Context: an optimization exercise on an open-source flow, tuned for small area, a short achievable clock period and few clock cycles. The choices shown serve that exercise and are no tape-out recipe.
The RTL was checked by simulation tests, not by an equivalence proof against the original design.
Power figures rest on the tool's default switching activity, not on a simulated workload.

==> flow/design.v (outline; a module is shown in full before it is edited, if it fits) <==
// module milestone1: 832 lines
// module m1_fa: 4 lines
// module m1_ha: 4 lines
module milestone1 (
		input logic CLOCK_50_I,
		input logic resetn,
		output logic SRAM_we_n,
		output logic [17:0] SRAM_address,
		output logic [15:0] SRAM_write_data,
		input logic [15:0] SRAM_read_data,
		input logic M1_enable,
		output logic M1_finish
);
  // ...
==> flow/flow/run.sh <==
#!/bin/bash
# Standard layout, with repair_timing asked for extra setup margin so that the
# optimiser works on paths well inside the design's clock period.
# Each step's full output goes to a log file of its own in this folder.
set -euo pipefail
MARGIN=${MARGIN:-10.3}
bash standard.sh synth > synth.log 2>&1
bash standard.sh SETUP_SLACK_MARGIN=$MARGIN finish > layout.log 2>&1
==> flow/standard.sh <==
#!/bin/bash
# synth_recipe.tcl (not shown) runs the flow's synth.tcl, then flattens the netlist and writes it again
# the make line also repeats each setting of config.mk as NAME=value (left out here)
make -C /OpenROAD-flow-scripts/flow DESIGN_CONFIG=/design/flow/config.mk WORK_HOME=/design/flow/orfs CLKGATE_MAP_FILE= SYNTH_SCRIPT=/design/flow/synth_recipe.tcl "${@:-finish}"
==> flow/config.mk <==
export PLATFORM = sky130hd
export DESIGN_NAME = milestone1
export DESIGN_NICKNAME = milestone1
export VERILOG_FILES = /design/flow/design.v
export SDC_FILE = /design/flow/constraint.sdc
export NUM_CORES = 4
export LEC_CHECK = 0
export CAP_MARGIN = 20
export CORE_MARGIN = 2
export CORE_UTILIZATION = 60
export CTS_BUF_LIST = sky130_fd_sc_hd__clkbuf_8
export CTS_CLUSTER_DIAMETER = 60
export CTS_CLUSTER_SIZE = 16
export PLACE_DENSITY = 0.75
export SLEW_MARGIN = 20
export SYNTH_HIERARCHICAL = 1
export SYNTH_MINIMUM_KEEP_SIZE = 0
==> flow/constraint.sdc <==
create_clock -name core_clock -period 14.0 [get_ports {CLOCK_50_I}]
set_input_delay 2.8000 -clock core_clock [delete_from_list [all_inputs] [get_ports {CLOCK_50_I}]]
set_output_delay 2.8000 -clock core_clock [all_outputs]
set_load 0.01 [all_outputs]
==> summary.md, run 1 <==
| Metric | Value |
|---|---|
| Status | complete, no violations |
| Height of the die | 197.8 um |
| Power density cells | around 70 nW/um^2 |
| Setup Fix Bufs, Post-CTS | 30 |
| Peak VDD IR | 85.95 uV |
| Clock buf count | 36 |
| Max-cap violations | 0 |
| WHS Endpoint | qv[2][7] |
| Fin Clk Skew | ~0.036 ns |
| EDFF count, synth | between 150 and 200 |
| Final WS setup | 10.04 ns |
| I/O Pins | 55 |
| Critical path origin | we |
| Synth Cell Area | 22,530 sq um |
| Sequential fraction of design power | 0.611 |
| Max Slew Vio Count | 0 |
| Signal buffers | 119 |
| Placed insts | 2,284 |
| GRT met3 Usage | 0.06796 |
| Std cell rows | 70 |
| Fraction of area in registers | 0.3641 |
| CORE AREA | 36,790 sq um |
| RSZ-0062 raised after global routing | true |
| FF-to-FF setup slack | 10.32 ns |
| Sequential area share after synthesis | 0.3975 |
| Post-synthesis cell count | 1,793 |
| Synth top area share | 0.2337 |
| CP Max Fanout | 1 |
| Routed wire length on met3 | 3898 um |
| Chip width | around 200 um |
| Leading cell types in the layout, fill and taps excluded | fa_1 (263), ha_1 (180), inv_1 (168) |
| Layout cells sized above 1 | 0.1419 |
| GR Util met2 | 0.4396 |
| WL met2 | 24,290 um |
| XOR/XNOR Fraction of Synth Area | 0.03460 |
Testbench counts, summed over its fixed seeds: cycles 1,536,240.
==> run 2: changes to the inputs <==
==> flow/run.sh (new file) <==
#!/bin/bash
# synth_recipe.tcl (not shown) runs the flow's synth.tcl, then flattens the netlist and writes it again
# the make line also repeats each setting of config.mk as NAME=value (left out here)
make -C /OpenROAD-flow-scripts/flow DESIGN_CONFIG=/design/flow/config.mk WORK_HOME=/design/flow/orfs CLKGATE_MAP_FILE= SYNTH_SCRIPT=/design/flow/synth_recipe.tcl finish
--- a/flow/config.mk
+++ b/flow/config.mk
@@ -9,7 +9,6 @@
 export CORE_MARGIN = 2
 export CORE_UTILIZATION = 60
-export CTS_BUF_LIST = sky130_fd_sc_hd__clkbuf_8
-export CTS_CLUSTER_DIAMETER = 60
-export CTS_CLUSTER_SIZE = 16
+export CTS_CLUSTER_DIAMETER = 100
+export CTS_CLUSTER_SIZE = 25
 export PLACE_DENSITY = 0.75
 export SLEW_MARGIN = 20
removed: flow/flow/run.sh
removed: flow/standard.sh
==> summary.md, run 2 <==
| Metric | Value |
|---|---|
| # H-tree levels | 1 (was 2) |
| Most numerous cell in the Yosys netlist | fa_1 (unchanged) |
| Leakage power | 9.828 nW (was 10.25 nW) |
| Slew of the pin with the lowest slew margin | 0.9063 ns (was 0.9099 ns) |
| Min-Delay Path Class | flop to flop (unchanged) |
| Relative max-transition margin | 0.3943 (was 0.3921) |
| Setup Fix Bufs, Post-CTS | 0 (was 30) |
| Nets | 2,297 (was 2,368) |
| Critical path origin | we (unchanged) |
| Critical path data arrival time | 1.49 ns (was 1.16 ns) |
| Most common cell after layout, fill and taps aside | fa_1 (unchanged) |
| Initial DRC count | 1,012 (was 1,059) |
| Die ar. | 39,110 sq um (unchanged) |
| Vias post-DR | 13,800 (was 14,160) |
| Fin. Hold Viols | 0 (unchanged) |
| Number of global-route vias before repair | 14,590 (was 14,800) |
| Min Tclk post-route | 4.294 ns (was 3.961 ns) |
| Post-synthesis cell count | 1,793 (unchanged) |
| Sequential area share after synthesis | 0.3975 (unchanged) |
| CP Class | flop to output pin (unchanged) |
| Placer's final routability congestion estimate | 0.9728 (was 0.9279) |
| Setup TNS | 0 ns (unchanged) |
| Final setup fails | 0 (unchanged) |
| Antenna-violating nets left | 0 (unchanged) |
| Max-cap violations | 0 (unchanged) |
| Startpoint Class | flop (unchanged) |
| Antenna violations before repair | 2 (was 1) |
| Routed WL | 50,440 um (was 52,060 um) |
| CTS tree | yes (unchanged) |
| Std cell rows | 70 (unchanged) |
| Place WS | 9.842 ns (was 9.899 ns) |
| Clock transition at path regs | 0.10 ns (was 0.11 ns) |
| Synth top area share | 0.2337 (unchanged) |
| Synth Cell Area | 22,530 sq um (unchanged) |
| Leading cell types in the layout, fill and taps excluded | fa_1 (263), ha_1 (180), inv_1 (164) (was fa_1 (263), ha_1 (180), inv_1 (168)) |
| EDFF count, synth | 154 (unchanged) |
| Peak VDD IR | 81.26 uV (was 85.95 uV) |
| Distinct cells, synth | 74 (unchanged) |
| Synth Net Count | 2,255 (unchanged) |
| Status | complete, no violations (unchanged) |
| Flip-flop and latch count after synthesis | 356 (unchanged) |
| Skew-Pair Late Insertion Delay | 0.54 ns (was 0.63 ns) |
| DP Area | 23,550 sq um (was 23,560 sq um) |
| Max Slew Vio Count | 0 (unchanged) |
| Total track usage | 0.2716 (was 0.2800) |
| Area leader, netlist | fa_1 (unchanged) |
| Area grow syn2layout | 7.171% (was 9.470%) |
| Clock root buffer | clkbuf_16 (was clkbuf_8) |
| Longest Clk Path Bufs | 3 (unchanged) |
| Synth Flop Type | edfxtp_1 (unchanged) |
| RR Startpoint | py[5] (was pvr[8]) |
| Tot Pwr | 0.001711 W (was 0.001763 W) |
| Layout cells sized above 1 | 0.06880 (was 0.1419) |
| RSZ-0062 raised after global routing | false (was true) |
| DR vias/cell | 5.959 (was 5.904) |
| Fmax | 0.2329 GHz (was 0.2525 GHz) |
| Top Registers | qu x48, qv x48 (unchanged) |
| Synth warn | 9 (unchanged) |
| Total congestion overflow | 0 (unchanged) |
| Chip width | 197.8 um (unchanged) |
| Fin Clk Skew | 0.02419 ns (was 0.03611 ns) |
| Hpwl dp | 39,340 um (was 38,750 um) |
| Post-synth ARST share | 0.1433 (unchanged) |
| Drc violations | 0 (unchanged) |
| Power density cells | 70.85 nW/um^2 (was 71.50 nW/um^2) |
| Cell area after layout | 24,140 sq um (was 24,660 sq um) |
| CTS Hold Bufs | 0 (unchanged) |
| Fill count | 2,706 (was 2,671) |
| Port buffer count | 54 (unchanged) |
| Largest net degree at the start of global routing | 62 (was 61) |
| First-pass GRT wire length | 80,830 um (was 82,340 um) |
| I/O Pins | 55 (unchanged) |
| Initial Utilization | 0.6124 (unchanged) |
| Final WS setup | 9.706 ns (was 10.04 ns) |
| Req. time, crit path | 11.20 ns (about the same) |
| Worst Hold Launch | qv[3][2] (was qv[3][7]) |
| CTS Sinks | 356 (unchanged) |
| CORE AREA | 36,790 sq um (unchanged) |
| Ranking of synthesized cells by area | fa_1 (23%), edfxtp_1 (21%), dfxtp_1 (13%), ha_1 (10%), dfstp_2 (2.9%) (unchanged) |
| Post-synth top cells | fa_1 (263), ha_1 (180), inv_1 (164) (unchanged) |
| Avg Cell Area, Syn | 12.56 sq um (unchanged) |
| Average wire per standard cell | 21.79 um (was 21.70 um) |
| CP Max Fanout | 1 (unchanged) |
| Crit. End Element | output pin (unchanged) |
| Drt pass-1 iters | 5 (was 6) |
| TritonCTS buffer count | 19 (was 34) |
| Resize count post-CTS | 0 (was 164) |
| Final clock period utilization by the worst path | 0.3067 (was 0.2829) |
| Height of the die | 197.8 um (unchanged) |
run 2: final cells by class:
type	count	area, sq um	area share
multi-input combinational	1230	12780	0.5292
sequential	356	8962	0.3712
inverter	165	619.3	0.02565
timing repair buffer	63	603.1	0.02498
tap	468	585.6	0.02426
clock buffer	29	534.3	0.02213
clock inverter	3	58.81	0.002436
antenna	1	2.502	0.0001037
run 2: cells by family after synthesis:
logic type	after synthesis	synth area share
adder cells (fa/ha/maj)	443	0.3337
flip-flops	356	0.3975
AND/OR/NAND/NOR	314	0.06476
AO/OA/AOI/OAI	300	0.08598
buffers and inverters	207	0.03533
XOR/XNOR	89	0.03460
multiplexers	84	0.04810
run 2: power by group:
group	switching (W)	internal [W]	total, W
registers	0.0000000000000000000615	0.00108	0.00108
logic	0.00000547	0.00000532	0.0000108
clock network	0.000347	0.000276	0.000623
run 2: critical path, stage by stage (launching register included):
cell	delay, ns
dfrtp_1	0.38
inv_1	0.06
clkdlybuf4s50_1	0.52
run 2: stage by stage:
stage,hold WS (ns),instances,util
floorplan,0.4204,1793,-
global placement,0.4244,2282,0.6401
detailed placement,0.4288,2282,0.6401
CTS,0.4561,2314,0.6562
global route,0.4606,2314,0.6562
finish,0.4522,2315,0.6563
run 2: modules after synthesis, one instance, submodules excluded:
module,flops+latches,cells
m1_fa,0,1
m1_ha,0,1
milestone1,356,1508
run 2: worst paths after layout:
path,slack [ns],end,cells past startpoint
min,0.45,qv[2][2],0
min reg2reg,0.45,qv[2][2],0
max,9.71,SRAM_we_n,2
max reg2reg,9.76,trc,10
min in group asynchronous,2.38,waddr[15],2
max in group asynchronous,11.12,p1,2
run 2: metal layers:
metal / part of all wire / wire length, um / global-route usage / vias to the layer above
li1: - / - / - / 6266
met1: 0.44 / 22380 / 0.3879 / 6967
met2: 0.47 / 23670 / 0.4397 / 470
met3: 0.059 / 2999 / 0.04054 / 90
met4: 0.027 / 1383 / 0.07380 / 2
met5: 0.00026 / 13 / 0 / -

==> separate check: timing with driven ports <==
Ports are ideal in the flow. The routed layouts listed here were re-timed in OpenROAD.
Step 1, drivers: a clkbuf_16 drives CLOCK_50_I and a buf_2 each remaining input, both assumed.
Step 2 also shifts input and output timing later by t, the mid clock arrival at the registers, as if the neighbouring blocks saw the same clock.
Three values: ideal, step 1, step 2; two values: the first two.
run	t, ns	setup slack, ns	pins driven straight from the clock port
run 1	0.663	10.039 / 9.989 / 10.145	1
run 2	0.591	9.706 / 9.645 / 9.765	1
After both steps setup and hold are still met in every run listed.
